This is an optimization exercise on Yosys and OpenROAD, whose aim is small area, a short achievable clock period and few clock cycles, not a production implementation.
Where RTL was checked, it was by simulation tests only, not by an equivalence proof against the original.
For run 6, only the layout was checked, not whether the RTL still works.
Power and IR drop assume default switching activity.

<file path="design.v">
`timescale 1 ns/1 ns
module Tresholding(Go, P_Addr, P_Data, B_Addr, I_RW, I_En, O_RW, O_En, Done, T_Out, Clk, Rst);
	input Go;
	input [7:0] P_Data;
	output reg [16:0] P_Addr, B_Addr;
	output [7:0] T_Out;
	output I_RW, O_RW;
	output reg I_En, O_En, Done;
	input Clk, Rst;
	localparam K  = 10;          
	localparam L  = K + 4;       
	localparam NS = 320 / K;     
	localparam RW = 4;             
	assign I_RW = 1'b0;
	assign O_RW = 1'b1;
	reg         busy;            
	reg         run;             
	reg [RW-1:0] r;              
	reg [7:0]   cc;              
	reg [5:0]   s;               
	wire start   = Go & (~busy | Done);
	wire r_last  = (r == L-1);
	wire s_last  = (s == NS-1);
	wire c_end   = s_last ? (cc == 8'd241) : (cc == 8'd239);
	wire f_last  = r_last & s_last & (cc == 8'd241);
	wire rd_ok   = run & (cc < 8'd240) & ~((s == 0) & (r < 2)) & ~(s_last & (r >= L-2));
	wire ov      = run & (r >= 4) & ((cc >= 8'd2) | (s != 0));
	wire [1:0] otype = ~ov ? 2'd0 : ~r_last ? 2'd1 :
	                   ((cc == 8'd1) | (cc == 8'd241)) ? 2'd3 : 2'd2;
	always @(posedge Clk) begin
		if (Rst) begin
			busy <= 1'b0;
			run  <= 1'b0;
		end else begin
			if (start) begin
				busy <= 1'b1;
				run  <= 1'b1;
			end else begin
				if (Done) busy <= 1'b0;
				if (f_last) run <= 1'b0;
			end
		end
	end
	always @(posedge Clk) begin
		if (start) begin
			r  <= 0;
			cc <= 0;
			s  <= 0;
		end else if (run) begin
			if (r_last) begin
				r <= 0;
				if (c_end) begin
					cc <= 0;
					s  <= s + 1'b1;
				end else
					cc <= cc + 1'b1;
			end else
				r <= r + 1'b1;
		end
	end
	reg p_r0, p_c0;                  
	always @(posedge Clk) begin
		if (start) begin
			p_r0 <= 1'b1;
			p_c0 <= 1'b1;
		end else if (run) begin
			p_r0 <= r_last;
			p_c0 <= r_last & c_end;
		end
	end
	always @(posedge Clk) begin
		if (start)
			P_Addr <= 17'd479;
		else if (~p_r0)
			P_Addr <= P_Addr + 17'd240;
		else if (~p_c0)
			P_Addr <= P_Addr - (17'd240*(L-1) - 17'd1);
		else
			P_Addr <= P_Addr - 17'd959;
	end
	reg       rv, rvd;
	reg [3:0] m1, m2, m3;            
	reg [1:0] ot1, ot2, ot3, ot4, ot5, ot6, ot7;
	always @(posedge Clk) begin
		if (Rst) begin
			I_En <= 1'b0;
			rv   <= 1'b0;
			rvd  <= 1'b0;
			ot1 <= 0; ot2 <= 0; ot3 <= 0; ot4 <= 0; ot5 <= 0; ot6 <= 0;
			O_En <= 1'b0;
			Done <= 1'b0;
		end else begin
			I_En <= rd_ok;
			rv   <= I_En;
			rvd  <= rv;
			ot1  <= otype;
			ot2  <= ot1;
			ot3  <= ot2;
			ot4  <= ot3;
			ot5  <= ot4;
			ot6  <= ot5;
			O_En <= (ot6 != 2'd0);
			Done <= (ot6 == 2'd3) & ~run;
		end
	end
	always @(posedge Clk) begin
		m1 <= {(cc == 8'd0) | (cc == 8'd1), (cc == 8'd1), (cc == 8'd2), (cc == 8'd2) | (cc == 8'd3)};
		m2 <= m1;
		m3 <= m2;
		ot7 <= ot6;
	end
	always @(posedge Clk) begin
		if (start)
			B_Addr <= 17'd0;
		else if (O_En) begin
			if (ot7 == 2'd1)
				B_Addr <= B_Addr + 17'd240;
			else if (ot7 == 2'd2)
				B_Addr <= B_Addr - (17'd240*(K-1) - 17'd1);
			else
				B_Addr <= B_Addr + 17'd1;
		end
	end
	localparam N = 4*L;
	reg [7:0] sr [0:N-1];
	reg [7:0] pd;                    
	wire [7:0] din = rvd ? pd : 8'd0;
	integer i;
	always @(posedge Clk) begin
		pd    <= P_Data;
		sr[0] <= din;
		for (i = 1; i < N; i = i + 1)
			sr[i] <= sr[i-1];
	end
	wire [7:0] x4 = m3[3] ? 8'd0 : din;
	wire [7:0] x3 = m3[2] ? 8'd0 : sr[L-1];
	wire [7:0] x2 = sr[2*L-1];
	wire [7:0] x1 = m3[1] ? 8'd0 : sr[3*L-1];
	wire [7:0] x0 = m3[0] ? 8'd0 : sr[4*L-1];
	reg [8:0]  a04, a13;
	reg [10:0] c7;
	always @(posedge Clk) begin
		a04 <= x0 + x4;
		a13 <= x1 + x3;
		c7  <= {x2, 3'b000} - x2;
	end
	wire [7:0] c2 = sr[2*L];         
	reg [12:0] G;
	reg [14:0] X3;
	always @(posedge Clk) begin
		G   <= a04 + {a13, 2'b00} + c7;
		X3  <= 15'd0 - {a13, 1'b0} - {c2, 3'b000};
	end
	wire [7:0] c3 = sr[2*L+1];       
	reg [12:0] H0;
	reg [14:0] H1, H3;
	always @(posedge Clk) begin
		H0 <= G;
		H1 <= {G, 2'b00} - {c3, 1'b0};
		H3 <= {G, 3'b000} - G + X3;
	end
	wire [7:0] c4 = sr[2*L+4];       
	reg [12:0] Q1;
	reg [14:0] Q2;
	reg [15:0] Q3, Q4;
	wire [17:0] acc = Q4 + H0 + {~c4, 8'd0};
	reg  t;
	always @(posedge Clk) begin
		Q1 <= H0;
		Q2 <= Q1 + H1;
		Q3 <= Q2 + H3;
		Q4 <= Q3 + H1;
		t  <= acc[17] | acc[16];
	end
	assign T_Out = {8{t}};
endmodule
</file>
<file path="flow/run.sh">
#!/bin/bash
# The standard layout, with ORFS's timing repair aiming at a larger setup
# margin and a clock tree without dummy loads.
bash standard.sh SETUP_SLACK_MARGIN=5.35 "CTS_ARGS=-sink_clustering_enable -repair_clock_nets -dont_use_dummy_load -buf_list sky130_fd_sc_hd__clkbuf_8 -sink_clustering_size 16 -sink_clustering_max_diameter 80 -root_buf sky130_fd_sc_hd__clkbuf_16" finish > standard.log 2>&1
</file>
<file path="standard.sh">
#!/bin/bash
# synth_recipe.tcl (not shown) runs the flow's synth.tcl, then flattens the netlist and writes it again
# the make line also repeats each setting of config.mk as NAME=value (left out here)
make -C /OpenROAD-flow-scripts/flow DESIGN_CONFIG=/design/flow/config.mk WORK_HOME=/design/flow/orfs CLKGATE_MAP_FILE= SYNTH_SCRIPT=/design/flow/synth_recipe.tcl "${@:-finish}"
</file>
<file path="config.mk">
export PLATFORM = sky130hd
export DESIGN_NAME = Tresholding
export DESIGN_NICKNAME = Tresholding
export VERILOG_FILES = /design/flow/design.v
export SDC_FILE = /design/flow/constraint.sdc
export NUM_CORES = 4
export LEC_CHECK = 0
export CAP_MARGIN = 20
export CORE_MARGIN = 2
export CORE_UTILIZATION = 40
export CTS_BUF_LIST = sky130_fd_sc_hd__clkbuf_8
export SETUP_SLACK_MARGIN = 5
export SLEW_MARGIN = 20
</file>
<file path="constraint.sdc">
create_clock -name core_clock -period 8.0 [get_ports {Clk}]
set_input_delay 1.6000 -clock core_clock [delete_from_list [all_inputs] [get_ports {Clk}]]
set_output_delay 1.6000 -clock core_clock [all_outputs]
set_load 0.01 [all_outputs]
</file>
==> results of run 1 <==
## through the flow
| stage | hold WS (ns) | cell area (sq um) | power, mW |
|---|---|---|---|
| final | 0.2999 | 25090 | 7.544 |
| after global routing | 0.2960 | 25090 | 8.045 |
| after CTS | 0.2838 | 24940 | 7.608 |
| after detailed placement | 0.3121 | 23710 | 5.871 |
| after global placement | 0.3097 | 23710 | 5.823 |
| after floorplan | 0.3096 | 22390 | 5.410 |
## per-layer routing
metal | global-route usage [%] | part of all wire, % | routed length (um) | vias up
met2 | 21.77 | 46 | 17120 | 153
met4 | 4.950 | 2.9 | 1077 | 0
met5 | 0 | 0 | 0 | -
li1 | - | - | - | 6458
met3 | 2.288 | 3.3 | 1242 | 79
met1 | 17.21 | 48 | 17740 | 6005
## repair_timing
action,CTS,global route
gates resized for setup,303,34
endpoints found under the setup margin,62,63
cloned,0,0
buffers inserted,38,4
pin swaps,4,11
## kinds of logic after synthesis
family	synth area share, %
AOI/OAI and AO/OA	8.561
buffers and inverters	2.984
and+or+nand+nor	8.874
xor gates and xnor gates	5.320
adders and majority gates	11.60
muxes	0.3129
other	0.03354
DFF	62.32
## power groups by stage
stage                     registers (mW)  logic [mW]  clock network [mW]
after floorplan                     3.97        1.44                   0
after global placement              4.03        1.79                   0
after detailed placement            4.03        1.84                   0
after CTS                           3.94        1.96                1.71
after global routing                3.97        2.25                1.83
final                               3.93        1.99                1.62
## area by class of cell
class	count	area (sq um)
Clock buffer	50	744.5
Fill cell	5070	30110
Inverter	132	495.5
Multi-Input combinational cell	1025	7931
Sequential cell	697	14090
Tap cell	748	935.9
Timing Repair Buffer	98	889.6
## synthesized netlist by cell type, drive strengths merged, types with 8 or more instances
| cell type | count | share of area (%) |
|---|---|---|
| o21bai | 13 | 0.44 |
| o21ai | 68 | 1.5 |
| nand2b | 20 | 0.56 |
| nor2b | 61 | 1.7 |
| nand4 | 11 | 0.31 |
| buf | 15 | 0.47 |
| and2 | 13 | 0.36 |
| or2 | 8 | 0.22 |
| o21a | 20 | 0.67 |
| a21o | 31 | 1.0 |
| and3 | 12 | 0.34 |
| o31ai | 9 | 0.30 |
| dfxtp | 697 | 62 |
| a211oi | 11 | 0.37 |
| nand2 | 76 | 1.3 |
| xor2 | 51 | 2.0 |
| ha | 158 | 8.8 |
| clkbuf | 18 | 0.30 |
| inv | 132 | 2.2 |
| fa | 31 | 2.8 |
| nand3 | 26 | 0.58 |
| xnor2 | 85 | 3.3 |
| a21boi | 11 | 0.37 |
| a21oi | 88 | 2.0 |
| nor3 | 22 | 0.49 |
| a31oi | 12 | 0.34 |
| nor2 | 102 | 1.7 |
## worst min-delay path by stage
stage,start,end,slack (ns),depth (start not counted)
after floorplan,Q1[0]$_DFF_P_,Q2[0]$_DFF_P_,0.31,0
after global placement,Q1[0]$_DFF_P_,Q2[0]$_DFF_P_,0.31,0
after detailed placement,sr[12][1]$_DFF_P_,sr[13][1]$_DFF_P_,0.31,0
after CTS,sr[26][5]$_DFF_P_,sr[27][5]$_DFF_P_,0.28,0
after global routing,sr[25][6]$_DFF_P_,sr[26][6]$_DFF_P_,0.30,0
final,sr[26][5]$_DFF_P_,sr[27][5]$_DFF_P_,0.30,0
## state kept, by name, summed over array words and instances (netlist names), 13 cells and up
signal / cells
B_Addr: 17
G: 13
H1: 13
H3: 15
P_Addr: 17
Q1: 13
Q2: 15
Q3: 16
Q4: 16
sr: 448
==> impl_metrics.tcl, run 1 <==
set metrics [dict create \
    route.detailed.drc 0 \
    rr_endpoint "H3[14]$_DFF_P_" \
    crit_start "t$_DFF_P_" \
    crit_chain "buf_2" \
    async_flop_share_pct 0 \
    power_density_mw_per_mm2 300.7 \
    ys_ff_latch 697 \
    utilization_pct 45.45 \
    grt_max_degree 30 \
    vias 12700 \
    fin_skew_ns 0.04560 \
    cp.arrival_ns 1.07 \
    ctsHtreeMaxLevel 2 \
    wirelength_mm 37.19 \
    chipWidth_um 240.6 \
    fin_crit_sh_pct 33.34 \
    status "no timing/DRC/antenna violations" \
    maxSlewHeadroom_pct 39.35 \
    wl_per_cell_um 13.52 \
    place_inst 2658 \
    cp.depth 1 \
    reg2reg_slack_ns 5.46 \
    period_needed_ns 2.668 \
    r2r_start "G[3]$_DFF_P_" \
    netlist_instances 1887 \
    root_buffer "clkbuf_16" \
    syn_nets 2087 \
    cp-endpoint "T_Out[7]" \
    firstDrtPassIters 4 \
    grt-ovfl-total 0 \
    ir_worst_vdd_mv 0.1537 \
    core_sq_mm 0.05520 \
    cp_slowest_cell "dfxtp_4" \
    gp_congestion 0.8471 \
    antenna_cells 0 \
    max_clock_freq_mhz 374.9 \
    drtIter0Drc 435 \
    worst_pin_slew_ns 0.9079 \
    setup_viol 0 \
    drv_cap 0 \
    chipHeight_um 240.6 \
    syn2layout_area_growth_pct 12.04 \
    cts_buffers 50 \
    ios 58 \
    rsz0062_at_grt "true" \
    numPortBuffers 55 \
    sw_frac_of_total_pct 29.00 \
    synth_area_sq_mm 0.02239 \
    layout-drive-gt1-share_pct 11.54 \
    cts.path.max_buffers 3 \
    grt_util_all_layers_pct 13.15 \
    critPathLaunchType "flop" \
    start_util_pct 40.56 \
    p_leak_nw 10.72 \
    end_kind "output port" \
    synth_seq_area_share_pct 62.32 \
    fin_ws_ns 5.332 \
    ys.warnings.count 2 \
    finalMaxSlewViolations 0 \
    hp-class "flop to flop" \
    syn_area_per_cell_sq_um 11.87 \
    combPwrFrac_pct 26.4 \
    crit_buf_inv 1 \
    clk_latency_ns 0.56 \
    ant_nets 0 \
    seqPwrFrac_pct 52.1 \
    grt_pass1_wl_mm 61.34 \
    reg2reg_depth 11 \
    ys.flop_type "dfxtp_1" \
    path_max_fanout 8 \
    synth_cell_types 65 \
    synth-edff-count 0 \
    final-hold-violation-count 0 \
    setup_tns_ns 0 \
    viasPerCell 4.616 \
    grt_pass1_vias 12810 \
    antenna_found_initial 1 \
    cp.required_ns 6.40 \
    dp_hpwl_mm 25.89 \
    hold_buffers 0 \
    final_common_cell "dfxtp_1" \
    final_cells 2750 \
    final_cell_mix "dfxtp_1 (649), ha_1 (155), inv_1 (131)" \
    cts_tree "built" \
    p_clk_share_pct 21.5 \
    p_int_mw 5.356 \
    clk_transition_reported_paths_ns 0.10 \
    rows 86 \
    critPathKind "flop to output port" \
    final_nets 2204 \
    die-area_sq_mm 0.05789 \
    path_delay_family "flip-flops" \
    cpPeakStageDelay_ns 0.40 \
    place_ws_ns 4.651 \
    clock-sinks 697 \
    switchingPower_mw 2.188 \
]
Testbench counts, summed over its fixed seeds: cycles 322,665.
==> inputs of run 2 (changes only) <==
==> flow/run.sh (replaced) <==
#!/bin/bash
# The standard layout, with ORFS's timing repair aiming at a larger setup
# margin and a clock tree without dummy loads.
bash standard.sh SETUP_SLACK_MARGIN=5.2 "CTS_ARGS=-sink_clustering_enable -repair_clock_nets -dont_use_dummy_load -buf_list sky130_fd_sc_hd__clkbuf_8 -sink_clustering_size 16 -sink_clustering_max_diameter 80 -root_buf sky130_fd_sc_hd__clkbuf_16" finish > standard.log 2>&1
==> run 2 against run 1 <==
Against the previous run:
- via count shrank 0.27%
- die area is the same
- sequential share of layout area grew 0.59 points
- core utilization shrank 0.53 points
- fmax shrank 3.0%
- combinational power shrank 5%
- area after synthesis is the same
- first-iteration DRC count shrank 2.1%
- critical endpoint is now B_Addr[14]
- largest cell class unchanged
==> impl_metrics.tcl, run 2 <==
set metrics [dict create \
    critPathKind "flop to output port" \
    synth_commonest_cells "dfxtp_1 (697), ha_1 (158), inv_1 (132)" \
    ys.flop_type "dfxtp_1" \
    clk_transition_reported_paths_ns 0.09 \
    crit_buf_inv 1 \
    final_cell_mix "dfxtp_1 (658), ha_1 (158), inv_1 (132)" \
    synth.area.top_cells "dfxtp_1 (62%), ha_1 (8.8%), xnor2_1 (3.3%), fa_1 (2.8%), inv_1 (2.2%)" \
    fin_crit_sh_pct 34.37 \
    largestRegisters "sr: 448 flops, B_Addr: 17 flops, P_Addr: 17 flops" \
    ys.warnings.count 2 \
    final-hold-violation-count 0 \
    power_density_mw_per_mm2 300.4 \
    rows 86 \
    p_leak_nw 10.61 \
    clk_latency_ns 0.56 \
    synth-edff-count 0 \
    clock-sinks 697 \
    place_ws_ns 4.651 \
    status "no timing/DRC/antenna violations" \
    yosysMostFrequentCell "dfxtp_1" \
    chipWidth_um 240.6 \
    critPathLaunchType "flop" \
    chipHeight_um 240.6 \
    hp-class "flop to flop" \
    maxSlewHeadroom_pct 40.00 \
    place_inst 2658 \
    final_common_cell "dfxtp_1" \
    fin_ws_ns 5.250 \
    wl_per_cell_um 13.51 \
    numPortBuffers 55 \
    fin_skew_ns 0.04625 \
    final_nets 2197 \
    crit_chain "clkdlybuf4s15_2" \
    ys_ff_latch 697 \
    grt_pass1_vias 12730 \
    worst_pin_slew_ns 0.8981 \
    cpPeakStageDelay_ns 0.37 \
    cp_slowest_cell "dfxtp_4" \
    cp.required_ns 6.40 \
    cts.path.max_buffers 3 \
    dp_hpwl_mm 25.89 \
    fin_area_sq_mm 0.02480 \
    drtIter0Drc 426 \
    yosysTopAreaCellShare_pct 62.32 \
    finalMaxSlewViolations 0 \
    grt_pass1_wl_mm 61.22 \
    nFillCells 5102 \
    grt_util_all_layers_pct 13.13 \
    setup_tns_ns 0 \
    firstDrtPassIters 5 \
    start_util_pct 40.56 \
    finalPower_mw 7.450 \
    utilization_pct 44.92 \
    netlist_instances 1887 \
    core_sq_mm 0.05520 \
    synth_area_sq_mm 0.02239 \
    grt-ovfl-total 0 \
    place_area_sq_mm 0.02371 \
    rsz0062_at_grt "false" \
    hold_buffers 0 \
    grt_max_degree 30 \
    ctsHtreeMaxLevel 2 \
    syn2layout_area_growth_pct 10.74 \
    die-area_sq_mm 0.05789 \
    cp.arrival_ns 1.15 \
    root_buffer "clkbuf_16" \
    seq_area_sq_mm 0.01407 \
    ant_nets 0 \
    cts_tree "built" \
    async_flop_share_pct 0 \
    setup_viol 0 \
    multi_input_area_sq_mm 0.007835 \
    period_needed_ns 2.750 \
    wirelength_mm 37.06 \
    antenna_found_initial 1 \
    timing.hold.ws_ns 0.2999 \
    synth_seq_area_share_pct 62.32 \
    gp_congestion 0.8471 \
    vias 12660 \
    end_kind "output port" \
    cts_buffers 50 \
    antenna_cells 0 \
    ios 58 \
    syn_area_per_cell_sq_um 11.87 \
    path_max_fanout 2 \
    regMostFlops "sr" \
    layout-drive-gt1-share_pct 9.875 \
    largest_register_ffs 448 \
    syn_nets 2087 \
    drv_cap 0 \
    path_delay_family "flip-flops" \
    route.detailed.drc 0 \
    yosysTopAreaCell "dfxtp_1" \
    final_cells 2743 \
    max_clock_freq_mhz 363.7 \
    synth_cell_types 65 \
    viasPerCell 4.616 \
    ir_worst_vdd_mv 0.1521 \
]
run 2: cell count changes in the layout (fill, tap and decap cells not counted), sizes merged:
cell,before,now
clkbuf,50,56
dlygate4sd2,0,1
buf,88,56
clkdlybuf4s15,0,18
run 2: kinds of logic (layout without fill, tap and decap cells):
logic type	Yosys count	count (layout)	share of synthesized area, %
DFF	697	697	62.32
and+or+nand+nor	389	389	8.874
AOI/OAI and AO/OA	302	302	8.561
adders and majority gates	189	189	11.60
buffers and inverters	165	273	2.984
xor gates and xnor gates	136	136	5.320
muxes	7	7	0.3129
other	2	2	0.03354
run 2: power by group:
| group | internal [mW] | switching, mW |
|---|---|---|
| Sequential | 3.77 | 0.161 |
| Combinational | 0.902 | 0.997 |
| Clock | 0.621 | 0.998 |
run 2: layout make-up:
| type | instances | area share [%] |
|---|---|---|
| Tap cell | 748 | 3.774 |
| Clock buffer | 50 | 3.002 |
| Multi-Input combinational cell | 1025 | 31.60 |
| Timing Repair Buffer | 91 | 2.866 |
| Inverter | 132 | 1.998 |
| Sequential cell | 697 | 56.76 |
run 2: routing by layer:
layer  vias up  global-route usage [%]  wire length [um]
li1       6454                       -                 -
met1      5968                   17.17             17640
met2       164                   21.68             16950
met3        75                   2.265              1369
met4         0                   5.101              1101
met5         -                       0                 0
run 2: what timing repair did:
item / in CTS / in global routing
gates resized for setup: 201 / 34
setup endpoints to repair: 47 / 32
pin swaps: 0 / 5
buffers inserted: 32 / 3
run 2: worst paths after layout:
check                           from           endpoint  slack (ns)  depth (start not counted)
min                sr[26][5]$_DFF_P_  sr[27][5]$_DFF_P_        0.30                          0
max          B_Addr[14]$_SDFFE_PP0P_         B_Addr[14]        5.25                          1
max reg2reg             G[3]$_DFF_P_     H3[14]$_DFF_P_        5.32                         10
min reg2reg        sr[26][5]$_DFF_P_  sr[27][5]$_DFF_P_        0.30                          0
==> inputs of run 3 (changes only) <==
==> flow/run.sh (replaced) <==
#!/bin/bash
# The standard layout, with ORFS's timing repair aiming at a larger setup
# margin and a clock tree without dummy loads.
bash standard.sh SETUP_SLACK_MARGIN=5.25 "CTS_ARGS=-sink_clustering_enable -repair_clock_nets -dont_use_dummy_load -buf_list sky130_fd_sc_hd__clkbuf_8 -sink_clustering_size 16 -sink_clustering_max_diameter 80 -root_buf sky130_fd_sc_hd__clkbuf_16" finish > standard.log 2>&1
==> run 3 against run 2 <==
Against the previous run:
- clock-buffer cell count unchanged
- first-iteration DRC count down 4.2%
- setup slack improved by 0.058 ns
- cell count unchanged
- still clean
- total power barely moved
- combinational power is essentially flat
- hold slack better by 0.0014 ns
- sequential cell count unchanged
- clock power hardly changed
- non-clock buffer count unchanged
- sequential power hardly changed
==> impl_metrics.tcl, run 3 <==
set metrics [dict create \
    status "no timing/DRC/antenna violations" \
    fin_skew_ns 0.04596 \
    cts_buffers 50 \
    crit_buf_inv 1 \
    setup_viol 0 \
    chipWidth_um 240.6 \
    gp_congestion 0.8471 \
    cts.path.max_buffers 3 \
    finalMaxSlewViolations 0 \
    cts_tree "built" \
    critPathLaunchType "flop" \
    core_sq_mm 0.05520 \
    place_ws_ns 4.651 \
    vias 12670 \
    cp_slowest_cell "dfxtp_4" \
    rows 86 \
    path_delay_family "flip-flops" \
    grt_pass1_wl_mm 61.13 \
    p_int_mw 5.296 \
    grt_max_degree 30 \
    fin_ws_ns 5.308 \
    antenna_found_initial 1 \
    ios 58 \
    final-hold-violation-count 0 \
    combPwrFrac_pct 25.6 \
    switchingPower_mw 2.161 \
    sw_frac_of_total_pct 28.98 \
    grt-ovfl-total 0 \
    hold_path_depth 0 \
    largest_register_ffs 448 \
    synth.area.top_cells "dfxtp_1 (62%), ha_1 (8.8%), xnor2_1 (3.3%), fa_1 (2.8%), inv_1 (2.2%)" \
    wirelength_mm 37.06 \
    rr_endpoint "H3[14]$_DFF_P_" \
    grt_util_all_layers_pct 13.11 \
    r2r_start "G[3]$_DFF_P_" \
    die-area_sq_mm 0.05789 \
    clk_transition_reported_paths_ns 0.09 \
    wl_per_cell_um 13.51 \
    start_util_pct 40.56 \
    crit_chain "clkdlybuf4s15_2" \
    cpPeakStageDelay_ns 0.34 \
    final_nets 2197 \
    ys_ff_latch 697 \
    timing.hold.ws_ns 0.3013 \
    holdPathEnd "sr[27][5]$_DFF_P_" \
    yosysTopAreaCellShare_pct 62.32 \
    synth-edff-count 0 \
    utilization_pct 44.80 \
    seq_area_sq_mm 0.01408 \
    cp.arrival_ns 1.09 \
    max_clock_freq_mhz 371.5 \
    drv_cap 0 \
    hp-class "flop to flop" \
    finalPower_mw 7.457 \
    power_density_mw_per_mm2 301.5 \
    layout-drive-gt1-share_pct 10.23 \
    seqPwrFrac_pct 52.7 \
    regMostFlops "sr" \
    grt_pass1_vias 12720 \
    route.detailed.drc 0 \
    cp.required_ns 6.40 \
    drtIter0Drc 408 \
    ir_worst_vdd_mv 0.1522 \
    setup_tns_ns 0 \
    hold_buffers 0 \
    yosysTopAreaCell "dfxtp_1" \
    dp_hpwl_mm 25.89 \
    reg2reg_depth 10 \
    largestRegisters "sr: 448 flops, B_Addr: 17 flops, P_Addr: 17 flops" \
    maxSlewHeadroom_pct 40.94 \
    antenna_cells 0 \
    multi_input_area_sq_mm 0.007849 \
    nFillCells 5106 \
    ys.warnings.count 2 \
    p_leak_nw 10.62 \
    hold_start "sr[26][5]$_DFF_P_" \
    firstDrtPassIters 5 \
    synth_cell_types 65 \
    async_flop_share_pct 0 \
    path_max_fanout 2 \
    fin_crit_sh_pct 33.65 \
    rsz0062_at_grt "true" \
    period_needed_ns 2.692 \
    root_buffer "clkbuf_16" \
    worst_pin_slew_ns 0.8841 \
    critPathKind "flop to output port" \
    ys.flop_type "dfxtp_1" \
    syn_area_per_cell_sq_um 11.87 \
    synth_commonest_cells "dfxtp_1 (697), ha_1 (158), inv_1 (132)" \
    end_kind "output port" \
    numPortBuffers 55 \
    ctsHtreeMaxLevel 2 \
    synth_seq_area_share_pct 62.32 \
    syn2layout_area_growth_pct 10.44 \
    clk_latency_ns 0.56 \
    netlist_instances 1887 \
    final_cell_mix "dfxtp_1 (655), ha_1 (158), inv_1 (131)" \
    final_common_cell "dfxtp_1" \
    clock-sinks 697 \
    yosysMostFrequentCell "dfxtp_1" \
    chipHeight_um 240.6 \
    reg2reg_slack_ns 5.33 \
    syn_nets 2087 \
    viasPerCell 4.620 \
    ant_nets 0 \
    synth_area_sq_mm 0.02239 \
    p_clk_share_pct 21.7 \
]
==> run 3: cell counts after synthesis <==
Identical to the previous run, type by type.
==> run 3: layout make-up <==
class,count,area share (%)
Clock buffer,50,3.011
Multi-Input combinational cell,1025,31.74
Tap cell,748,3.785
Timing Repair Buffer,91,2.510
Inverter,132,2.004
Sequential cell,697,56.95
==> run 3: power groups by stage <==
stage / clock, mW / combinational (mW) / sequential, mW
3_3_place_gp: 0 / 1.79 / 4.03
2_1_floorplan: 0 / 1.44 / 3.97
6_report: 1.62 / 1.91 / 3.93
3_5_place_dp: 0 / 1.84 / 4.03
4_1_cts: 1.71 / 1.89 / 3.93
5_1_grt: 1.83 / 2.17 / 3.96
==> run 3: how the worst max path moves through the flow <==
stage                     depth (start not counted)  slack [ns]                  start                 end
final                                             1        5.31  P_Addr[12]$_SDFF_PP0_          P_Addr[12]
after global routing                             11        5.17           G[1]$_DFF_P_      H3[13]$_DFF_P_
after CTS                                         1        5.19        O_En$_SDFF_PP0_                O_En
after detailed placement                          5        4.65                     Go   p_c0$_SDFFE_PP1P_
after global placement                            5        4.68                     Go  cc[3]$_SDFFE_PP0P_
after floorplan                                  11        5.41         a13[0]$_DFF_P_       G[11]$_DFF_P_
==> run 3: layer usage <==
| metal | track usage, % | share of wire [%] | vias to the layer above |
|---|---|---|---|
| met1 | 17.16 | 47 | 5971 |
| met4 | 4.969 | 2.9 | 0 |
| met2 | 21.70 | 46 | 175 |
| met5 | 0 | 0 | - |
| met3 | 2.265 | 3.8 | 77 |
| li1 | - | - | 6449 |
==> run 3: through the flow <==
step | cell area, sq um | cells
finish | 24730 | 2743
global route | 24730 | 2743
CTS | 24650 | 2742
detailed placement | 23710 | 2658
global placement | 23710 | 2658
floorplan | 22390 | 1887
==> run 3: cells by family (layout without fill, tap and decap cells) <==
logic type / count (synthesis) / count (layout) / synth area share [%]
mux: 7 / 7 / 0.3129
compound gates: 302 / 302 / 8.561
other cells: 2 / 2 / 0.03354
xor+xnor: 136 / 136 / 5.320
simple gates: 389 / 389 / 8.874
fa+ha+maj: 189 / 189 / 11.60
flops: 697 / 697 / 62.32
buf+inv: 165 / 273 / 2.984
==> run 3: what timing repair did <==
item,CTS,global route
pin swaps,0,7
cloned,0,0
setup endpoints to repair,49,22
resized for setup,245,22
buffers inserted,34,1
==> inputs of run 4 (changes only) <==
==> flow/run.sh (replaced) <==
#!/bin/bash
# The standard layout, with ORFS's timing repair aiming at a larger setup
# margin and a clock tree without dummy loads.
bash standard.sh SETUP_SLACK_MARGIN=5.3 "CTS_ARGS=-sink_clustering_enable -repair_clock_nets -dont_use_dummy_load -buf_list sky130_fd_sc_hd__clkbuf_8 -sink_clustering_size 12 -sink_clustering_max_diameter 60 -root_buf sky130_fd_sc_hd__clkbuf_16" finish > standard.log 2>&1
==> run 4 against run 3 <==
Against the previous run:
- register-to-register slack improved by 0.02 ns
- fmax is 1.7% higher
- sequential power about the same
- combinational power is essentially flat
- global-route usage is 0.24 points higher
- largest cell class unchanged
- clock skew fell by 0.0051 ns
- clock-buffer cell count rose by 21
- via count is 0.67% higher
- critical path depth rose by 10
- die area did not move
==> impl_metrics.tcl, run 4 <==
set metrics [dict create \
    regMostFlops "sr" \
    ys.warnings.count 2 \
    yosysTopAreaCellShare_pct 62.32 \
    critPathKind "flop to flop" \
    ir_worst_vdd_mv 0.1562 \
    viasPerCell 4.619 \
    drv_cap 0 \
    dp_hpwl_mm 25.89 \
    layout-drive-gt1-share_pct 11.37 \
    worst_pin_slew_ns 0.9133 \
    netlist_instances 1887 \
    cts.path.max_buffers 3 \
    p_leak_nw 10.80 \
    yosysTopAreaCell "dfxtp_1" \
    hp-class "flop to flop" \
    final_cell_mix "dfxtp_1 (654), ha_1 (156), inv_1 (131)" \
    chipWidth_um 240.6 \
    core_sq_mm 0.05520 \
    numPortBuffers 55 \
    antenna_cells 0 \
    async_flop_share_pct 0 \
    multi_input_area_sq_mm 0.007871 \
    rows 86 \
    antenna_found_initial 1 \
    wirelength_mm 37.20 \
    status "no timing/DRC/antenna violations" \
    yosysMostFrequentCell "dfxtp_1" \
    syn2layout_area_growth_pct 12.25 \
    fin_crit_sh_pct 33.10 \
    syn_area_per_cell_sq_um 11.87 \
    ys_ff_latch 697 \
    fin_skew_ns 0.04084 \
    synth_cell_types 65 \
    ios 58 \
    drtIter0Drc 469 \
    ys.flop_type "dfxtp_1" \
    clk_transition_reported_paths_ns 0.08 \
    grt_max_degree 30 \
    syn_nets 2087 \
    largest_register_ffs 448 \
    rsz0062_at_grt "true" \
    critPathLaunchType "flop" \
    synth.area.top_cells "dfxtp_1 (62%), ha_1 (8.8%), xnor2_1 (3.3%), fa_1 (2.8%), inv_1 (2.2%)" \
    power_density_mw_per_mm2 310.6 \
    gp_congestion 0.8471 \
    final_nets 2216 \
    synth_seq_area_share_pct 62.32 \
    final_common_cell "dfxtp_1" \
    clock-sinks 697 \
    cts_tree "built" \
    route.detailed.drc 0 \
    cts_buffers 71 \
    cp.arrival_ns 3.13 \
    grt_util_all_layers_pct 13.35 \
    setup_viol 0 \
    grt_pass1_vias 12950 \
    end_kind "flop" \
    start_util_pct 40.56 \
    ant_nets 0 \
    seq_area_sq_mm 0.01408 \
    place_inst 2658 \
    grt-ovfl-total 0 \
    setup_tns_ns 0 \
    cp.required_ns 8.48 \
    firstDrtPassIters 5 \
    finalMaxSlewViolations 0 \
    chipHeight_um 240.6 \
    period_needed_ns 2.648 \
    die-area_sq_mm 0.05789 \
    grt_pass1_wl_mm 61.70 \
    synth-edff-count 0 \
    maxSlewHeadroom_pct 38.99 \
    clk_latency_ns 0.57 \
    max_clock_freq_mhz 377.6 \
    wl_per_cell_um 13.47 \
    vias 12760 \
    hold_buffers 0 \
    final_cells 2762 \
    synth_area_sq_mm 0.02239 \
    nFillCells 5053 \
    path_max_fanout 6 \
    root_buffer "clkbuf_16" \
    ctsHtreeMaxLevel 3 \
    synth_commonest_cells "dfxtp_1 (697), ha_1 (158), inv_1 (132)" \
    final-hold-violation-count 0 \
    largestRegisters "sr: 448 flops, B_Addr: 17 flops, P_Addr: 17 flops" \
]
[run 4: cell counts after synthesis]
No cell type changed its count.
[run 4: power breakdown]
| group | total [mW] | switching, mW | internal [mW] |
|---|---|---|---|
| Combinational | 1.92 | 1.01 | 0.919 |
| Sequential | 3.93 | 0.158 | 3.77 |
| Clock | 1.95 | 1.05 | 0.894 |
[run 4: critical path, cell delays in order (launching register included)]
cell      delay, ns
dfxtp_4        0.40
inv_1          0.08
fa_1           0.50
inv_1          0.07
fa_1           0.45
a21o_1         0.21
a21oi_2        0.17
o21bai_1       0.10
a21boi_1       0.20
o31ai_1        0.10
a21oi_1        0.17
xnor2_1        0.15
[run 4: layout make-up]
| class | count | area share [%] |
|---|---|---|
| Inverter | 132 | 1.971 |
| Timing Repair Buffer | 89 | 2.658 |
| Tap cell | 748 | 3.724 |
| Clock buffer | 71 | 4.291 |
| Multi-Input combinational cell | 1025 | 31.32 |
| Sequential cell | 697 | 56.04 |
[run 4: worst paths after layout]
kind	end	from	depth (start not counted)	slack, ns
max	G[11]$_DFF_P_	a13[0]$_DFF_P_	11	5.35
min	sr[39][1]$_DFF_P_	sr[38][1]$_DFF_P_	0	0.31
min reg2reg	sr[39][1]$_DFF_P_	sr[38][1]$_DFF_P_	0	0.31
max reg2reg	G[11]$_DFF_P_	a13[0]$_DFF_P_	11	5.35
[run 4: metal layers]
layer,GRT usage (%),wire [um]
met5,0,0
met4,4.574,798
met3,3.214,1379
met2,21.95,17420
met1,17.20,17610
[run 4: cell families after synthesis]
family,count (synthesis),share of synthesized area (%)
flip-flops,697,62.32
buffers and inverters,165,2.984
XOR/XNOR,136,5.320
other,2,0.03354
adder cells (fa/ha/maj),189,11.60
multiplexers,7,0.3129
AND/OR/NAND/NOR,389,8.874
AO/OA/AOI/OAI,302,8.561
[run 4: timing repair]
item | CTS | global route
resized for setup | 262 | 30
buffers inserted | 31 | 2
endpoints found under the setup margin | 51 | 29
pin swaps | 0 | 9
[run 4: through the flow]
stage | setup slack [ns] | utilization (%) | hold slack (ns) | instance area [sq um] | total power, mW
3_3_place_gp | 4.683 | 42.96 | 0.3097 | 23710 | 5.823
5_1_grt | 5.201 | 45.53 | 0.3244 | 25130 | 8.326
2_1_floorplan | 5.406 | - | 0.3096 | 22390 | 5.410
6_report | 5.352 | 45.53 | 0.3143 | 25130 | 7.805
3_5_place_dp | 4.651 | 42.96 | 0.3121 | 23710 | 5.871
4_1_cts | 5.204 | 45.31 | 0.3170 | 25010 | 7.886
==> inputs of run 5 (changes only) <==
==> flow/run.sh (replaced) <==
#!/bin/bash
# The standard layout, with ORFS's timing repair aiming at a larger setup
# margin and a clock tree without dummy loads.
bash standard.sh SETUP_SLACK_MARGIN=5.3 "CTS_ARGS=-sink_clustering_enable -repair_clock_nets -dont_use_dummy_load -buf_list sky130_fd_sc_hd__clkbuf_8 -sink_clustering_size 20 -sink_clustering_max_diameter 70 -root_buf sky130_fd_sc_hd__clkbuf_16" finish > standard.log 2>&1
==> run 5 against run 4 <==
Against the previous run:
- cell count down 0.72%
- critical path depth fell by 10
- via count decreased by 0.62%
- largest cell class unchanged
- first-iteration DRC count is 3.2% higher
- hold slack got worse by 0.032 ns
- setup slack got worse by 0.024 ns
- sequential cell count is the same
- still clean
- wire length decreased by 0.17%
- design area fell by 1.4%
- core utilization down 0.65 points
- sequential power hardly changed
- register-to-register slack about the same
==> impl_metrics.tcl, run 5 <==
set metrics [dict create \
    status "no timing/DRC/antenna violations" \
    finalMaxSlewViolations 0 \
    largestRegisters "sr: 448 flops, B_Addr: 17 flops, P_Addr: 17 flops" \
    clk_transition_reported_paths_ns 0.11 \
    route.detailed.drc 0 \
    ys_ff_latch 697 \
    end_kind "output port" \
    grt_util_all_layers_pct 13.12 \
    power_density_mw_per_mm2 298.8 \
    setup_viol 0 \
    timing.hold.ws_ns 0.2820 \
    path_delay_family "flip-flops" \
    clk_latency_ns 0.57 \
    period_needed_ns 2.672 \
    reg2reg_slack_ns 5.35 \
    ys.flop_type "dfxtp_1" \
    antenna_cells 0 \
    final_nets 2196 \
    final_common_cell "dfxtp_1" \
    cts.path.max_buffers 3 \
    synth_top_family_by_area "adder cells" \
    clock-sinks 697 \
    synth.area.top_cells "dfxtp_1 (62%), ha_1 (8.8%), xnor2_1 (3.3%), fa_1 (2.8%), inv_1 (2.2%)" \
    ys.warnings.count 2 \
    fin_crit_sh_pct 33.40 \
    synth_area_sq_mm 0.02239 \
    critPathLaunchType "flop" \
    seqPwrFrac_pct 53.1 \
    vias 12680 \
    firstDrtPassIters 5 \
    grt_pass1_wl_mm 61.19 \
    p_clk_share_pct 20.7 \
    die-area_sq_mm 0.05789 \
    grt_max_degree 30 \
    final-hold-violation-count 0 \
    synth-edff-count 0 \
    grt-ovfl-total 0 \
    drv_cap 0 \
    cp.required_ns 6.40 \
    synth_cell_types 65 \
    nFillCells 5093 \
    chipWidth_um 240.6 \
    chipHeight_um 240.6 \
    p_leak_nw 10.63 \
    wl_per_cell_um 13.54 \
    start_util_pct 40.56 \
    wirelength_mm 37.14 \
    switchingPower_mw 2.151 \
    setup_tns_ns 0 \
    cp_slowest_cell "dfxtp_4" \
    rows 86 \
    yosysTopAreaCell "dfxtp_1" \
    sw_frac_of_total_pct 29.06 \
    ant_nets 0 \
    layout-drive-gt1-share_pct 10.58 \
    syn2layout_area_growth_pct 10.64 \
    crit_chain "buf_2" \
    netlist_instances 1887 \
    cts_buffers 44 \
    synthAdderAreaFrac_pct 11.60 \
    synth_commonest_cells "dfxtp_1 (697), ha_1 (158), inv_1 (132)" \
    ios 58 \
    fin_skew_ns 0.05556 \
    syn_nets 2087 \
    rsz0062_at_grt "true" \
    synth_seq_area_share_pct 62.32 \
    yosysTopAreaCellShare_pct 62.32 \
    crit_buf_inv 1 \
    gp_congestion 0.8471 \
    max_clock_freq_mhz 374.3 \
    cts_tree "built" \
    yosys.area_share.xor_xnor_pct 5.320 \
    grt_pass1_vias 12730 \
    syn_area_per_cell_sq_um 11.87 \
    core_sq_mm 0.05520 \
    final_cell_mix "dfxtp_1 (652), ha_1 (156), inv_1 (131)" \
    ctsHtreeMaxLevel 2 \
    path_max_fanout 8 \
    regMostFlops "sr" \
    numPortBuffers 55 \
    antenna_found_initial 1 \
    maxSlewHeadroom_pct 38.74 \
    dp_hpwl_mm 25.89 \
    synthSimpleGateAreaFrac_pct 8.873 \
    drtIter0Drc 484 \
    utilization_pct 44.88 \
    critPathKind "flop to output port" \
    viasPerCell 4.624 \
    synth_compound_area_share_pct 8.561 \
    p_int_mw 5.252 \
    finalPower_mw 7.403 \
    cp.arrival_ns 1.07 \
    largest_register_ffs 448 \
    worst_pin_slew_ns 0.9170 \
    ir_worst_vdd_mv 0.1443 \
    cpPeakStageDelay_ns 0.40 \
    combPwrFrac_pct 26.2 \
    async_flop_share_pct 0 \
    hp-class "flop to flop" \
    yosysMostFrequentCell "dfxtp_1" \
    root_buffer "clkbuf_16" \
    synth.mux.area_fraction_pct 0.3129 \
]
-- run 5: what timing repair did --
item,4_1_cts,5_1_grt
setup endpoints to repair,58,40
pin swaps,1,7
hold buffers,0,0
buffers inserted,37,3
gates resized for setup,257,38
-- run 5: routing by layer --
metal / track usage (%) / part of all wire [%]
met1: 17.16 / 47
met2: 21.68 / 46
met3: 2.288 / 3.7
met4: 5.025 / 2.7
met5: 0 / 0
-- run 5: path summary, 6_finish.rpt --
| path | depth (start not counted) | start | end |
|---|---|---|---|
| max | 1 | t$_DFF_P_ | T_Out[7] |
| min | 0 | sr[36][0]$_DFF_P_ | sr[37][0]$_DFF_P_ |
| max reg2reg | 10 | G[3]$_DFF_P_ | H3[14]$_DFF_P_ |
| min reg2reg | 0 | sr[36][0]$_DFF_P_ | sr[37][0]$_DFF_P_ |
-- run 5: power groups by stage --
| stage | Clock [mW] | Combinational (mW) | Sequential, mW |
|---|---|---|---|
| final | 1.54 | 1.94 | 3.93 |
| after global routing | 1.75 | 2.19 | 3.96 |
| after CTS | 1.62 | 1.91 | 3.93 |
| after detailed placement | 0 | 1.84 | 4.03 |
| after global placement | 0 | 1.79 | 4.03 |
| after floorplan | 0 | 1.44 | 3.97 |
-- run 5: per-stage QoR --
| stage | cells | worst slack, ns | instance area (sq um) |
|---|---|---|---|
| 2_1_floorplan | 1887 | 5.406 | 22390 |
| 3_3_place_gp | 2658 | 4.683 | 23710 |
| 3_5_place_dp | 2658 | 4.651 | 23710 |
| 4_1_cts | 2739 | 5.213 | 24610 |
| 5_1_grt | 2742 | 5.245 | 24780 |
| 6_report | 2742 | 5.328 | 24780 |
-- run 5: final cells by class --
cell class                      count  area [sq um]  area share, %
Clock buffer                       44         661.9          2.672
Inverter                          132         495.5          2.000
Multi-Input combinational cell   1025          7864          31.74
Sequential cell                   697         14080          56.84
Tap cell                          748         935.9          3.778
Timing Repair Buffer               96         735.7          2.970
-- run 5: logic make-up (layout without fill, tap and decap cells) --
family / Yosys count / after routing
AOI/OAI and AO/OA: 302 / 302
xor gates and xnor gates: 136 / 136
adders and majority gates: 189 / 189
buffers and inverters: 165 / 272
DFF: 697 / 697
muxes: 7 / 7
other: 2 / 2
and+or+nand+nor: 389 / 389
==> inputs of run 6 (changes only) <==
--- a/design.v
+++ b/design.v
@@ -164,13 +164,14 @@
 	reg [14:0] Q2;
 	reg [15:0] Q3, Q4;
 	wire [17:0] acc = Q4 + H0 + {~c4, 8'd0};
-	reg  t;
+	reg  t, tw;
 	always @(posedge Clk) begin
 		Q1 <= H0;
 		Q2 <= Q1 + H1;
 		Q3 <= Q2 + H3;
 		Q4 <= Q3 + H1;
 		t  <= acc[17] | acc[16];
+		tw <= (acc[17] | acc[16]) & (ot6 != 2'd0);    
 	end
-	assign T_Out = {8{t}};
+	assign T_Out = {{4{tw}}, {4{t}}};
 endmodule
==> flow/run.sh (replaced) <==
#!/bin/bash
# The standard layout, with ORFS's timing repair aiming at a larger setup
# margin and a clock tree without dummy loads.
bash standard.sh SETUP_SLACK_MARGIN=5.3 "CTS_ARGS=-sink_clustering_enable -repair_clock_nets -dont_use_dummy_load -buf_list sky130_fd_sc_hd__clkbuf_8 -sink_clustering_size 16 -sink_clustering_max_diameter 80 -root_buf sky130_fd_sc_hd__clkbuf_16" finish > standard.log 2>&1
==> run 6 against run 5 <==
Against the previous run:
- wire length up 11%
- core utilization rose by 0.58 points
- non-clock buffer count unchanged
- highest routed layer unchanged
- sequential power fell by 2%
- hold slack better by 0.013 ns
- synthesized cell count grew 5.4%
- die area is 2.7% higher
==> impl_metrics.tcl, run 6 <==
set metrics [dict create \
    status "no timing/DRC/antenna violations" \
    grt_busiest_layer "met2" \
    finalPower_mw 7.258 \
    max_clock_freq_mhz 365.1 \
    hold_start "sr[1][4]$_DFF_P_" \
    synth_commonest_cells "dfxtp_1 (698), ha_1 (158), inv_1 (132)" \
    yosysMostFrequentCell "dfxtp_1" \
    start_util_pct 40.66 \
    clk_latency_ns 0.57 \
    core_sq_mm 0.05660 \
    wl_per_cell_um 14.47 \
    dp_hpwl_mm 28.47 \
    fin_ws_ns 5.261 \
    final_cell_mix "dfxtp_1 (647), ha_1 (151), inv_1 (131)" \
    root_buffer "clkbuf_16" \
    grt_use_met3_pct 2.115 \
    grt_max_degree 32 \
    regMostFlops "sr" \
    largestRegisters "sr: 448 flops, B_Addr: 17 flops, P_Addr: 17 flops" \
    maxSlewHeadroom_pct 39.50 \
    hold_path_depth 0 \
    rows 87 \
    end_kind "output port" \
    nFillCells 5239 \
    finalMaxSlewViolations 0 \
    final_nets 2299 \
    worst_pin_slew_ns 0.9063 \
    wirelength_mm 41.30 \
    viasPerCell 4.747 \
    setup_viol 0 \
    period_needed_ns 2.739 \
    chipHeight_um 243.9 \
    async_flop_share_pct 0 \
    place_area_sq_mm 0.02434 \
    cts.path.max_buffers 3 \
    ys.warnings.count 2 \
    drv_cap 0 \
    ios 58 \
    power_density_mw_per_mm2 282.0 \
    cp.required_ns 6.40 \
    ant_nets 0 \
    route.detailed.drc 0 \
    reg2reg_slack_ns 5.34 \
    die-area_sq_mm 0.05948 \
    yosysTopAreaCellShare_pct 60.71 \
    fin_skew_ns 0.04983 \
    netlist_instances 1988 \
    ctsHtreeMaxLevel 2 \
    gp_congestion 0.8376 \
    largest_register_ffs 448 \
    timing.hold.ws_ns 0.2950 \
    chipWidth_um 243.9 \
    ys_ff_latch 698 \
    path_max_fanout 2 \
    yosysTopAreaCell "dfxtp_1" \
    numPortBuffers 55 \
    synth-edff-count 0 \
    drtIter0Drc 619 \
    syn_area_per_cell_sq_um 11.58 \
    multi_input_area_sq_mm 0.008558 \
    grt_util_all_layers_pct 14.11 \
    grt_pass1_wl_mm 68.54 \
    rr_endpoint "H3[11]$_DFF_P_" \
    rsz0062_at_grt "true" \
    antenna_found_initial 4 \
    synth_area_sq_mm 0.02302 \
    use_met1_pct 18.54 \
    critPathLaunchType "flop" \
    synth_cell_types 75 \
    setup_tns_ns 0 \
    syn2layout_area_growth_pct 11.82 \
    p_leak_nw 10.93 \
    place_ws_ns 4.431 \
    grt_pass1_vias 13820 \
    cts_buffers 50 \
    layout-drive-gt1-share_pct 11.59 \
    cp.arrival_ns 1.14 \
    holdPathEnd "sr[2][4]$_DFF_P_" \
    grt-ovfl-total 0 \
    clock-sinks 698 \
    critPathKind "flop to output port" \
    ys.flop_type "dfxtp_1" \
    cts_tree "built" \
    fin_area_sq_mm 0.02574 \
    synth.area.top_cells "dfxtp_1 (61%), ha_1 (8.6%), xnor2_1 (2.7%), fa_1 (2.7%), xor2_1 (2.2%)" \
    synth_seq_area_share_pct 60.71 \
    syn_nets 2188 \
    final_common_cell "dfxtp_1" \
    fin_crit_sh_pct 34.24 \
    vias 13550 \
    ir_worst_vdd_mv 0.1637 \
    seq_area_sq_mm 0.01413 \
    met2_usage_pct 23.50 \
    final-hold-violation-count 0 \
    hp-class "flop to flop" \
    firstDrtPassIters 5 \
    clk_transition_reported_paths_ns 0.10 \
    r2r_start "G[3]$_DFF_P_" \
    reg2reg_depth 9 \
]
==> run 6: timing repair <==
item                                    CTS  global route
endpoints found under the setup margin   58            22
buffers inserted                         36             3
hold buffers                              0             0
resized for setup                       300            44
pin swaps                                 1             8
gates cloned                              2             0
==> run 6: cells by family after synthesis <==
logic type      count (synthesis)  synth area share (%)
fa+ha+maj                     189                 11.29
buf+inv                       170                 2.957
compound gates                329                 9.399
other cells                     2               0.03263
flops                         698                 60.71
xor+xnor                      129                 4.909
simple gates                  464                 10.40
mux                             7                0.3044
==> run 6: per-stage QoR <==
stage	util, %	instances
6_report	45.47	2854
5_1_grt	45.46	2853
4_1_cts	45.11	2850
3_5_place_dp	43.00	2762
3_3_place_gp	43.00	2762
2_1_floorplan	-	1988
==> run 6: worst max-delay path: stages, from the launching register on <==
cell and delay [ns]:
dfxtp_2 0.34, buf_8 0.12, buf_6 0.11
==> run 6: worst max path at each step <==
| stage | startpoint | depth (start not counted) | slack (ns) | to |
|---|---|---|---|---|
| 4_1_cts | O_En$_SDFF_PP0_ | 2 | 5.22 | O_En |
| 5_1_grt | O_En$_SDFF_PP0_ | 2 | 5.22 | O_En |
| 2_1_floorplan | a13[0]$_DFF_P_ | 12 | 5.40 | X3[11]$_DFF_P_ |
| 6_report | O_En$_SDFF_PP0_ | 2 | 5.26 | O_En |
| 3_5_place_dp | Go | 6 | 4.43 | B_Addr[16]$_SDFFE_PP0P_ |
| 3_3_place_gp | Go | 6 | 4.41 | B_Addr[16]$_SDFFE_PP0P_ |
==> run 6: report_power, final <==
part	switching [mW]	leakage (nW)	total, mW	internal [mW]
sequential	0.141	5.68	3.86	3.72
clock	1.00	0.385	1.62	0.621
combinational	0.953	4.86	1.77	0.821
==> run 6: metal layers <==
metal,vias to the layer above,share of wire [%]
met1,6349,48
li1,6900,-
met3,75,3.3
met5,-,0
met2,224,46
met4,0,2.8
==> run 6: layout make-up <==
| class | count | share of cell area, % |
|---|---|---|
| tap | 756 | 3.675 |
| inverter | 132 | 1.925 |
| timing repair buffer | 96 | 3.340 |
| sequential | 698 | 54.90 |
| clock buffer | 50 | 2.893 |
| antenna | 1 | 0.009723 |
| multi-input combinational | 1121 | 33.25 |
==> inputs of run 7 (changes only) <==
--- a/design.v
+++ b/design.v
@@ -164,14 +164,13 @@
 	reg [14:0] Q2;
 	reg [15:0] Q3, Q4;
 	wire [17:0] acc = Q4 + H0 + {~c4, 8'd0};
-	reg  t, tw;
+	reg  t;
 	always @(posedge Clk) begin
 		Q1 <= H0;
 		Q2 <= Q1 + H1;
 		Q3 <= Q2 + H3;
 		Q4 <= Q3 + H1;
 		t  <= acc[17] | acc[16];
-		tw <= (acc[17] | acc[16]) & (ot6 != 2'd0);    
 	end
-	assign T_Out = {{4{tw}}, {4{t}}};
+	assign T_Out = {8{t}};
 endmodule
==> run 7 against run 6 <==
Against the previous run:
- still clean on timing, DRC and antenna
- synthesized cell count decreased by 5.1%
- cell count is 3.9% lower
- hold slack better by 0.0052 ns
- sequential share of layout area is 1.7 points higher
- global-route usage is 1.0 points lower
- clock-buffer cell count unchanged
- total power is 3.2% higher
- die area decreased by 2.7%
- fmax rose by 2.9%
- largest cell class unchanged
==> impl_metrics.tcl, run 7 <==
set metrics [dict create \
    rr_endpoint "H3[14]$_DFF_P_" \
    ctsHtreeMaxLevel 2 \
    dp_hpwl_mm 25.89 \
    cts_tree "built" \
    die-area_sq_mm 0.05789 \
    fin_crit_sh_pct 33.26 \
    yosysMostFrequentCell "dfxtp_1" \
    maxSlewHeadroom_pct 39.13 \
    hp-class "flop to flop" \
    p_int_mw 5.317 \
    largestRegisters "sr: 448 flops, B_Addr: 17 flops, P_Addr: 17 flops" \
    reg2reg_depth 10 \
    synth.mux.area_fraction_pct 0.3129 \
    combPwrFrac_pct 25.9 \
    cts_buffers 50 \
    power_density_mw_per_mm2 300.9 \
    reg2reg_slack_ns 5.40 \
    synth_seq_area_share_pct 62.32 \
    chipHeight_um 240.6 \
    worst_pin_slew_ns 0.9111 \
    chipWidth_um 240.6 \
    yosysTopAreaCellShare_pct 62.32 \
    clock-sinks 697 \
    viasPerCell 4.616 \
    r2r_start "G[3]$_DFF_P_" \
    synth_top_family_by_area "adder cells" \
    holdPathEnd "sr[27][5]$_DFF_P_" \
    max_clock_freq_mhz 375.8 \
    synth_area_sq_mm 0.02239 \
    rsz0062_at_grt "true" \
    cp.depth 1 \
    p_clk_share_pct 21.6 \
    utilization_pct 45.08 \
    status "no timing/DRC/antenna violations" \
    yosysTopAreaCell "dfxtp_1" \
    synth_cell_types 65 \
    numPortBuffers 55 \
    rows 86 \
    vias 12670 \
    fin_skew_ns 0.04476 \
    seqPwrFrac_pct 52.5 \
    syn_area_per_cell_sq_um 11.87 \
    cp_slowest_cell "dfxtp_4" \
    synthAdderAreaFrac_pct 11.60 \
    cp.required_ns 6.40 \
    synth_commonest_cells "dfxtp_1 (697), ha_1 (158), inv_1 (132)" \
    ys.flop_type "dfxtp_1" \
    switchingPower_mw 2.172 \
    ys.warnings.count 2 \
    hold_buffers 0 \
    yosys.area_share.xor_xnor_pct 5.320 \
    setup_viol 0 \
    nFillCells 5089 \
    start_util_pct 40.56 \
    core_sq_mm 0.05520 \
    synth.area.top_cells "dfxtp_1 (62%), ha_1 (8.8%), xnor2_1 (3.3%), fa_1 (2.8%), inv_1 (2.2%)" \
    drtIter0Drc 433 \
    crit_chain "buf_6" \
    sw_frac_of_total_pct 29.01 \
    final_nets 2198 \
    hold_path_depth 0 \
    path_delay_family "flip-flops" \
    grt_max_degree 30 \
    netlist_instances 1887 \
    path_max_fanout 2 \
    gp_congestion 0.8471 \
    grt_util_all_layers_pct 13.12 \
    ys_ff_latch 697 \
    antenna_cells 0 \
    ios 58 \
    critPathKind "flop to output port" \
    cp.arrival_ns 1.06 \
    largest_register_ffs 448 \
    wirelength_mm 37.08 \
    hold_start "sr[26][5]$_DFF_P_" \
    regMostFlops "sr" \
    antenna_found_initial 1 \
    grt_pass1_wl_mm 61.15 \
    root_buffer "clkbuf_16" \
    async_flop_share_pct 0 \
    cts.path.max_buffers 3 \
    end_kind "output port" \
    synthSimpleGateAreaFrac_pct 8.873 \
    route.detailed.drc 0 \
    final-hold-violation-count 0 \
    layout-drive-gt1-share_pct 10.77 \
    clk_transition_reported_paths_ns 0.11 \
    firstDrtPassIters 4 \
    setup_tns_ns 0 \
    ir_worst_vdd_mv 0.1544 \
    final_cell_mix "dfxtp_1 (653), ha_1 (156), inv_1 (130)" \
    grt-ovfl-total 0 \
    clk_latency_ns 0.56 \
    critPathLaunchType "flop" \
    synth-edff-count 0 \
    crit_buf_inv 1 \
    syn2layout_area_growth_pct 11.14 \
    wl_per_cell_um 13.51 \
    final_common_cell "dfxtp_1" \
    p_leak_nw 10.65 \
    period_needed_ns 2.661 \
    syn_nets 2087 \
    synth_compound_area_share_pct 8.561 \
    drv_cap 0 \
    ant_nets 0 \
    grt_pass1_vias 12750 \
    finalMaxSlewViolations 0 \
    cpPeakStageDelay_ns 0.37 \
]
==> run 7: cell count changes in the layout (fill, tap and decap cells not counted), moves of 7 or more <==
cell      previous run  this run
nor3_1              37        22
nand4_1             18        11
xnor2_1             72        85
buf_2               14        22
nor2_1             119       102
o21bai_1             5        12
buf_6               31        23
nand3_1             42        26
dfxtp_4             37        30
==> run 7: how the worst max path moves through the flow <==
stage,startpoint,endpoint,slack [ns]
2_1_floorplan,a13[0]$_DFF_P_,G[11]$_DFF_P_,5.41
3_3_place_gp,Go,cc[3]$_SDFFE_PP0P_,4.68
3_5_place_dp,Go,p_c0$_SDFFE_PP1P_,4.65
4_1_cts,P_Addr[8]$_SDFF_PP1_,P_Addr[8],5.29
5_1_grt,a13[1]$_DFF_P_,X3[11]$_DFF_P_,5.20
6_report,B_Addr[5]$_SDFFE_PP0P_,B_Addr[5],5.34
==> run 7: per-layer routing <==
layer  vias up  wire, um  global-route usage, %
met5         -         0                      0
met4         0      1052                  5.007
met3        73      1264                  2.288
met2       157     17030                  21.67
met1      5989     17730                  17.16
li1       6448         -                      -
==> run 7: cell families after synthesis <==
| family | after synthesis |
|---|---|
| AO/OA/AOI/OAI | 302 |
| adder cells (fa/ha/maj) | 189 |
| multiplexers | 7 |
| XOR/XNOR | 136 |
| buffers and inverters | 165 |
| flip-flops | 697 |
| other | 2 |
| AND/OR/NAND/NOR | 389 |
==> run 7: timing repair <==
action	CTS	global route
pin swaps	0	8
setup buffers	34	2
gates resized for setup	279	25
hold endpoints to repair	0	0
endpoints found under the setup margin	54	31
==> run 7: per-stage QoR <==
stage	hold slack [ns]	cells	setup slack [ns]	total power, mW	cell area, sq um
2_1_floorplan	0.3096	1887	5.406	5.410	22390
3_3_place_gp	0.3097	2658	4.683	5.823	23710
3_5_place_dp	0.3121	2658	4.651	5.871	23710
4_1_cts	0.2838	2742	5.290	7.559	24780
5_1_grt	0.2960	2744	5.202	7.990	24890
6_report	0.3001	2744	5.339	7.489	24890
==> run 7: final cells by class <==
class,instances,area (sq um),share of cell area (%)
flip-flops and latches,697,14080,56.59
multi-input cells,1025,7879,31.66
well taps,748,935.9,3.761
repair buffers,92,747.0,3.002
clock buffers,50,744.5,2.992
inverters,132,495.5,1.991
==> run 7: power by group through the flow <==
stage	clock [mW]	combinational (mW)	sequential, mW
3_5_place_dp	0	1.84	4.03
6_report	1.62	1.94	3.93
5_1_grt	1.83	2.19	3.97
2_1_floorplan	0	1.44	3.97
4_1_cts	1.71	1.91	3.94
3_3_place_gp	0	1.79	4.03
Testbench counts of run 7, summed over its fixed seeds: cycles 322,665.
==> inputs of run 8 (changes only) <==
--- a/config.mk
+++ b/config.mk
@@ -5,9 +5,9 @@
 export SDC_FILE = /design/flow/constraint.sdc
 export NUM_CORES = 4
 export LEC_CHECK = 0
-export CAP_MARGIN = 20
+export CAP_MARGIN = 10
 export CORE_MARGIN = 2
 export CORE_UTILIZATION = 40
 export CTS_BUF_LIST = sky130_fd_sc_hd__clkbuf_8
 export SETUP_SLACK_MARGIN = 5
-export SLEW_MARGIN = 20
+export SLEW_MARGIN = 10
==> run 8 against run 7 <==
Against the previous run:
- first-iteration DRC count is the same
- still clean
- design area is the same
- via count is the same
- area after synthesis is the same
- global-route usage is the same
==> impl_metrics.tcl, run 8 <==
set metrics [dict create \
    final_common_cell "dfxtp_1" \
    regMostFlops "sr" \
    grt_util_all_layers_pct 13.12 \
    rr_endpoint "H3[14]$_DFF_P_" \
    die-area_sq_mm 0.05789 \
    crit_chain "buf_6" \
    wirelength_mm 37.08 \
    critPathLaunchType "flop" \
    clk_transition_reported_paths_ns 0.11 \
    root_buffer "clkbuf_16" \
    cts.path.max_buffers 3 \
    power_density_mw_per_mm2 300.9 \
    numPortBuffers 55 \
    seq_area_sq_mm 0.01408 \
    synth_seq_area_share_pct 62.32 \
    clk_latency_ns 0.56 \
    fin_ws_ns 5.339 \
    ys.flop_type "dfxtp_1" \
    finalPower_mw 7.489 \
    nFillCells 5089 \
    largest_register_ffs 448 \
    hold_start "sr[26][5]$_DFF_P_" \
    syn2layout_area_growth_pct 11.14 \
    netlist_instances 1887 \
    place_area_sq_mm 0.02371 \
    ios 58 \
    antenna_found_initial 1 \
    largestRegisters "sr: 448 flops, B_Addr: 17 flops, P_Addr: 17 flops" \
    antenna_cells 0 \
    vias 12670 \
    rsz0062_at_grt "true" \
    grt-ovfl-total 0 \
    r2r_start "G[3]$_DFF_P_" \
    ir_worst_vdd_mv 0.1544 \
    synth_area_sq_mm 0.02239 \
    critPathKind "flop to output port" \
    ant_nets 0 \
    hold_path_depth 0 \
    finalMaxSlewViolations 0 \
    cp_slowest_cell "dfxtp_4" \
    final_cell_mix "dfxtp_1 (653), ha_1 (156), inv_1 (130)" \
    layout-drive-gt1-share_pct 10.77 \
    chipWidth_um 240.6 \
    final_nets 2198 \
    max_clock_freq_mhz 375.8 \
    multi_input_area_sq_mm 0.007879 \
    place_ws_ns 4.651 \
    hp-class "flop to flop" \
    synth-edff-count 0 \
    grt_max_degree 30 \
    setup_viol 0 \
    maxSlewHeadroom_pct 39.13 \
    chipHeight_um 240.6 \
    status "no timing/DRC/antenna violations" \
    cp.depth 1 \
    gp_congestion 0.8471 \
    drv_cap 0 \
    grt_pass1_vias 12750 \
    syn_nets 2087 \
    final-hold-violation-count 0 \
    fin_skew_ns 0.04476 \
    cp.arrival_ns 1.06 \
    async_flop_share_pct 0 \
    path_max_fanout 2 \
    wl_per_cell_um 13.51 \
    utilization_pct 45.08 \
    yosysTopAreaCell "dfxtp_1" \
    synth_commonest_cells "dfxtp_1 (697), ha_1 (158), inv_1 (132)" \
    drtIter0Drc 433 \
    route.detailed.drc 0 \
    core_sq_mm 0.05520 \
    yosysTopAreaCellShare_pct 62.32 \
    reg2reg_depth 10 \
    grt_pass1_wl_mm 61.15 \
    reg2reg_slack_ns 5.40 \
    crit_start "B_Addr[5]$_SDFFE_PP0P_" \
    p_leak_nw 10.65 \
    fin_crit_sh_pct 33.26 \
    end_kind "output port" \
    period_needed_ns 2.661 \
    synth.area.top_cells "dfxtp_1 (62%), ha_1 (8.8%), xnor2_1 (3.3%), fa_1 (2.8%), inv_1 (2.2%)" \
    cts_buffers 50 \
    cp.required_ns 6.40 \
    ctsHtreeMaxLevel 2 \
    synth_cell_types 65 \
    fin_area_sq_mm 0.02489 \
    cpPeakStageDelay_ns 0.37 \
    ys_ff_latch 697 \
    clock-sinks 697 \
    viasPerCell 4.616 \
    cts_tree "built" \
    ys.warnings.count 2 \
    path_delay_family "flip-flops" \
    start_util_pct 40.56 \
    cp-endpoint "B_Addr[5]" \
    rows 86 \
    yosysMostFrequentCell "dfxtp_1" \
    firstDrtPassIters 4 \
    crit_buf_inv 1 \
    syn_area_per_cell_sq_um 11.87 \
    worst_pin_slew_ns 0.9111 \
    setup_tns_ns 0 \
    dp_hpwl_mm 25.89 \
]
-- run 8: worst min-delay path by stage --
stage | to | slack, ns
floorplan | Q2[0]$_DFF_P_ | 0.31
global placement | Q2[0]$_DFF_P_ | 0.31
detailed placement | sr[13][1]$_DFF_P_ | 0.31
CTS | sr[27][5]$_DFF_P_ | 0.28
global route | sr[26][6]$_DFF_P_ | 0.30
finish | sr[27][5]$_DFF_P_ | 0.30
-- run 8: cell type report --
class	instances	area share [%]
Timing Repair Buffer	92	3.002
Inverter	132	1.991
Multi-Input combinational cell	1025	31.66
Tap cell	748	3.761
Clock buffer	50	2.992
Sequential cell	697	56.59
-- run 8: power by group --
part           internal [mW]  switching (mW)  leakage, nW  total [mW]
clock                  0.621           0.998        0.385        1.62
combinational          0.924            1.01         4.59        1.94
sequential              3.77           0.161         5.68        3.93
-- run 8: kinds of logic after synthesis --
kind of cell / synth area share [%]
flops: 62.32
buf+inv: 2.984
xor+xnor: 5.320
simple gates: 8.874
other cells: 0.03354
fa+ha+maj: 11.60
compound gates: 8.561
mux: 0.3129
-- run 8: per-stage QoR --
stage | std cells | hold WS, ns
after floorplan | 1887 | 0.3096
after global placement | 2658 | 0.3097
after detailed placement | 2658 | 0.3121
after CTS | 2742 | 0.2838
after global routing | 2744 | 0.2960
final | 2744 | 0.3001
-- run 8: what timing repair did --
action                                  CTS  global route
endpoints found under the setup margin   54            31
gates resized for setup                 279            25
buffers inserted                         34             2
pin swaps                                 0             8
hold buffers                              0             0
-- run 8: per-layer routing --
layer	GRT usage (%)	share of wire, %
met1	17.16	48
met3	2.288	3.4
met4	5.007	2.8
met2	21.67	46
met5	0	0

==> separate check: timing with driven ports <==
Ports are ideal in the flow. The routed layouts listed here were re-timed in OpenROAD. Step 1 (the two cells are an assumption about what drives the block):
set clk [get_ports {Clk}]
set_driving_cell -lib_cell sky130_fd_sc_hd__clkbuf_16 $clk
set_driving_cell -lib_cell sky130_fd_sc_hd__buf_2 [delete_from_list [all_inputs] $clk]
Step 2 times the ports against the registers' clock, not the clock port: input delays grow and output delays shrink by t, the midpoint of the rising clock arrivals with the driver on. Slacks: no drivers / after step 1 / after step 2; pairs: no drivers / after step 1.
run | shift t [ns] | setup slack, ns | hold slack, ns
run 1 | 0.585 | 5.332 / 5.277 / 4.836 | 0.300 / 0.300 / 0.300
run 2 | 0.584 | 5.250 / 5.195 / 4.772 | 0.300 / 0.300 / 0.300
run 3 | 0.583 | 5.308 / 5.253 / 4.769 | 0.301 / 0.301 / 0.301
run 4 | 0.597 | 5.352 / 5.298 / 4.815 | 0.314 / 0.314 / 0.314
run 5 | 0.590 | 5.328 / 5.272 / 4.781 | 0.282 / 0.282 / 0.282
run 6 | 0.601 | 5.261 / 5.204 / 4.864 | 0.295 / 0.295 / 0.295
run 7 | 0.585 | 5.339 / 5.284 / 4.834 | 0.300 / 0.300 / 0.300
run 8 | 0.585 | 5.339 / 5.284 / 4.834 | 0.300 / 0.300 / 0.300
After both steps every run listed still meets setup and hold. For run 5, which loses most, drivers alone change the setup slack by -0.056 ns; drivers and shift together by -0.547 ns.
